Background: an optimization exercise with open tools, aiming at small area, a short achievable clock period and few clock cycles. Do not read the settings as production practice. Only simulation tests tie the RTL to the original design; equivalence was not proved. Power figures rest on the tool's default switching activity, not on a simulated workload.

## rev 12
## nn_image_top
module nn_image_top #(
 parameter int IMG_W = 8,
 parameter int IMG_H = 8
)(
 input logic clk,
 input logic rst,
 input logic in_valid,
 input logic signed [8:0] in_pixel,
 input logic signed [7:0] k00, k01, k02,
 input logic signed [7:0] k10, k11, k12,
 input logic signed [7:0] k20, k21, k22,
 input logic signed [7:0] bias,
 input logic signed [7:0] scale,
 input logic signed [7:0] offset,
 input logic signed [7:0] w0,
 input logic signed [7:0] w1,
 input logic signed [7:0] w2,
 output logic out_valid,
 output logic signed [21:0] conv_result,
 output logic signed [21:0] norm_result,
 output logic signed [39:0] acc0,
 output logic signed [39:0] acc1,
 output logic signed [39:0] acc2,
 output logic [2:0] out_x,
 output logic [2:0] out_y
);
 logic [8:0] pix0;
 logic v0, rst_q;
 logic [7:0] k_q [0:8];
 logic [7:0] bias_q, scale_q, offset_q;
 logic [7:0] w_q [0:2];
 always_ff @(posedge clk) begin
  pix0 <= in_pixel;
  v0 <= in_valid & ~rst;
  rst_q <= rst;
  k_q[0] <= k00; k_q[1] <= k01; k_q[2] <= k02;
  k_q[3] <= k10; k_q[4] <= k11; k_q[5] <= k12;
  k_q[6] <= k20; k_q[7] <= k21; k_q[8] <= k22;
  bias_q <= bias; scale_q <= scale; offset_q <= offset;
  w_q[0] <= w0; w_q[1] <= w1; w_q[2] <= w2;
 end
  ...
Size in the first run: ~300 I/O pins, roughly 0.052 mm2 of cells after synthesis.
==> flow/config.mk <==
export PLATFORM = sky130hd
export DESIGN_NAME = nn_image_top
export DESIGN_NICKNAME = nn_image_top
export VERILOG_FILES = /design/flow/design.v
export SDC_FILE = /design/flow/constraint.sdc
export NUM_CORES = 4
export LEC_CHECK = 0
export CAP_MARGIN = 20
export CORE_MARGIN = 2
export CORE_UTILIZATION = 62
export CTS_CLUSTER_DIAMETER = 120
export CTS_CLUSTER_SIZE = 25
export PLACE_DENSITY = 0.72
export SLEW_MARGIN = 20
export SYNTH_HIERARCHICAL = 1
==> flow/constraint.sdc <==
create_clock -name core_clock -period 12.0 [get_ports {clk}]
set_input_delay 2.4000 -clock core_clock [delete_from_list [all_inputs] [get_ports {clk}]]
set_output_delay 2.4000 -clock core_clock [all_outputs]
set_load 0.01 [all_outputs]
standard.sh (not shown) runs the stock make flow with config.mk's settings and CLKGATE_MAP_FILE= SYNTH_SCRIPT=/design/flow/synth_recipe.tcl, a recipe that flattens the netlist after the stock synthesis.
==> flow/flow/run.sh <==
#!/bin/bash
# Own layout flow: the standard ORFS flow (standard.sh), with these changes to how the
# layout is made, none to the design's constraints (clock period, I/O delays, loads):
#  1. synthesis maps logic with ORFS's ABC speed script minus its final buffer/upsize/dnsize
#     steps (the registers are exactly the standard synthesis's; only gate sizes differ);
#  2. the port buffers that ORFS inserts at global placement are buf_1 cells (timing repair
#     then sizes them up where needed);
#  3. repair_timing works on every path slower than about 3.5 ns (SETUP_SLACK_MARGIN),
#     not only on paths that miss the 12 ns clock.
# Each tool's output goes to a log file in this folder.
set -euo pipefail
W=$(pwd)
mkdir -p "$W/scripts_mod"
cp -r "$FLOW_HOME/scripts/." "$W/scripts_mod/"
sed -i -e '/^buffer -c$/d' -e '/^upsize -c$/d' -e '/^dnsize -c$/d' "$W/scripts_mod/abc_speed.script"
SCRIPTS_DIR="$W/scripts_mod" bash standard.sh synth > "$W/synth.log" 2>&1
SETUP_SLACK_MARGIN=8.5 BUFFER_PORTS_ARGS="-buffer_cell sky130_fd_sc_hd__buf_1" bash standard.sh > "$W/layout.log" 2>&1
test -f "$W/out/final.def"
Rev 12 | stages: all done | timing, DRC, antenna: all pass
Testbench counts of rev 12, summed over its fixed seeds: cycles 8,256.
diff inputs: rev 12 => rev 13
--- a/flow/design.v
+++ b/flow/design.v
@@ -5551,35 +5551,21 @@
   conv_d[0] <= conv_q;
   for (int i = 1; i < 4; i++) conv_d[i] <= conv_d[i-1];
   norm_d[0] <= norm_q;
   for (int i = 1; i < 2; i++) norm_d[i] <= norm_d[i-1];
  end
  logic [28:0] a0_q, a1_q, a2_q;
  logic a0_s, a1_s, a2_s, a0_e, a1_e, a2_e, a0_t, a1_t, a2_t;
- logic ws2_0, ws2_1, ws2_2, ws3_0, ws3_1, ws3_2;
- logic a0_u, a1_u, a2_u, a0_f, a1_f, a2_f, a0_v, a1_v, a2_v, a0_x, a1_x, a2_x;
  logic ov;
  logic [2:0] ox, oy;
  always_ff @(posedge clk) begin
   a0_q <= fc_sum0; a1_q <= fc_sum1; a2_q <= fc_sum2;
   a0_s <= (|norm_d[0]) & wb0_neg[3]; a1_s <= (|norm_d[0]) & wb1_neg[3]; a2_s <= (|norm_d[0]) & wb2_neg[3];
   a0_e <= (|norm_q) & wb0_neg[3]; a1_e <= (|norm_q) & wb1_neg[3]; a2_e <= (|norm_q) & wb2_neg[3];
   a0_t <= a0_e; a1_t <= a1_e; a2_t <= a2_e;
-  ws2_0 <= wb0_neg[3]; ws3_0 <= ws2_0;
-  a0_u <= (|norm_d[0]) & ws2_0;
-  a0_f <= (|norm_q) & ws2_0; a0_v <= a0_f;
-  a0_x <= (|norm_d[0]) & ws3_0;
-  ws2_1 <= wb1_neg[3]; ws3_1 <= ws2_1;
-  a1_u <= (|norm_d[0]) & ws2_1;
-  a1_f <= (|norm_q) & ws2_1; a1_v <= a1_f;
-  a1_x <= (|norm_d[0]) & ws3_1;
-  ws2_2 <= wb2_neg[3]; ws3_2 <= ws2_2;
-  a2_u <= (|norm_d[0]) & ws2_2;
-  a2_f <= (|norm_q) & ws2_2; a2_v <= a2_f;
-  a2_x <= (|norm_d[0]) & ws3_2;
   ov <= vp[5] & ~rst_q & ~rst;
  end
  always_ff @(posedge clk) begin
   if (rst_q) begin
    ox <= '0; oy <= '0;
   end else if (ov) begin
    if (ox == 3'd5) begin
@@ -5589,17 +5575,17 @@
   end
  end
  assign out_valid = ov;
  assign out_x = ox;
  assign out_y = oy;
  assign conv_result = {conv_d[3][20], conv_d[3]};
  assign norm_result = {1'b0, norm_d[1]};
- assign acc0 = {{2{a0_x}}, {2{a0_v}}, {2{a0_u}}, {2{a0_t}}, {2{a0_s}}, a0_q[28], a0_q};
- assign acc1 = {{2{a1_x}}, {2{a1_v}}, {2{a1_u}}, {2{a1_t}}, {2{a1_s}}, a1_q[28], a1_q};
- assign acc2 = {{2{a2_x}}, {2{a2_v}}, {2{a2_u}}, {2{a2_t}}, {2{a2_s}}, a2_q[28], a2_q};
+ assign acc0 = {{4{a0_t}}, {4{a0_s}}, {3{a0_q[28]}}, a0_q};
+ assign acc1 = {{4{a1_t}}, {4{a1_s}}, {3{a1_q[28]}}, a1_q};
+ assign acc2 = {{4{a2_t}}, {4{a2_s}}, {3{a2_q[28]}}, a2_q};
 endmodule
 module nn_fa (input logic a, b, c, output logic s, co);
  assign s = a ^ b ^ c;
  assign co = (a & b) | (a & c) | (b & c);
 endmodule
 module nn_bsel (input logic one, two, neg, a, b, output logic e);
  assign e = ((one & a) | (two & b)) ^ neg;
Notes after the runs:
- Between rev 12 and rev 13, the total power figures differ only marginally.
- When rev 13 is set beside rev 12, its area of all sequential standard cells turns out to be about 1.8% smaller.
- From rev 12 to rev 13 the numbers moved as follows: combinational logic power now sits higher, final worst slack now sits higher, total routed wirelength now sits lower, routed via count now sits lower, summed area of non-filler cells in the final layout now sits lower.
- Count of clock buffers in the final design (rev 13 vs. rev 12) decreases slightly
Testbench counts of rev 13, summed over its fixed seeds: cycles 8,256.

[static timing again, ports no longer ideal]
Ports are ideal in the flow. The routed layouts listed here were re-timed in OpenROAD. Step 1 assumes that a clkbuf_16 drives the clock port and a buf_2 every other input. Step 2 times the ports against the registers' clock, not the clock port: input delays grow and output delays shrink by t, the midpoint of the rising clock arrivals with the driver on. Three values: ideal, step 1, step 2; two values: the first two.
run | t (ns) | slack for setup (ns) | worst setup path at the end | worst register clock-pin slew, ns | pins driven straight from the clock port
rev 12 | 0.700 | 8.470 / 8.406 / 8.570 | register to register | 0.11 / 0.11 | 1
rev 13 | 0.695 | 8.477 / 8.407 / 8.631 | register to register | 0.11 / 0.11 | 1
After both steps setup and hold are still met in every run listed.
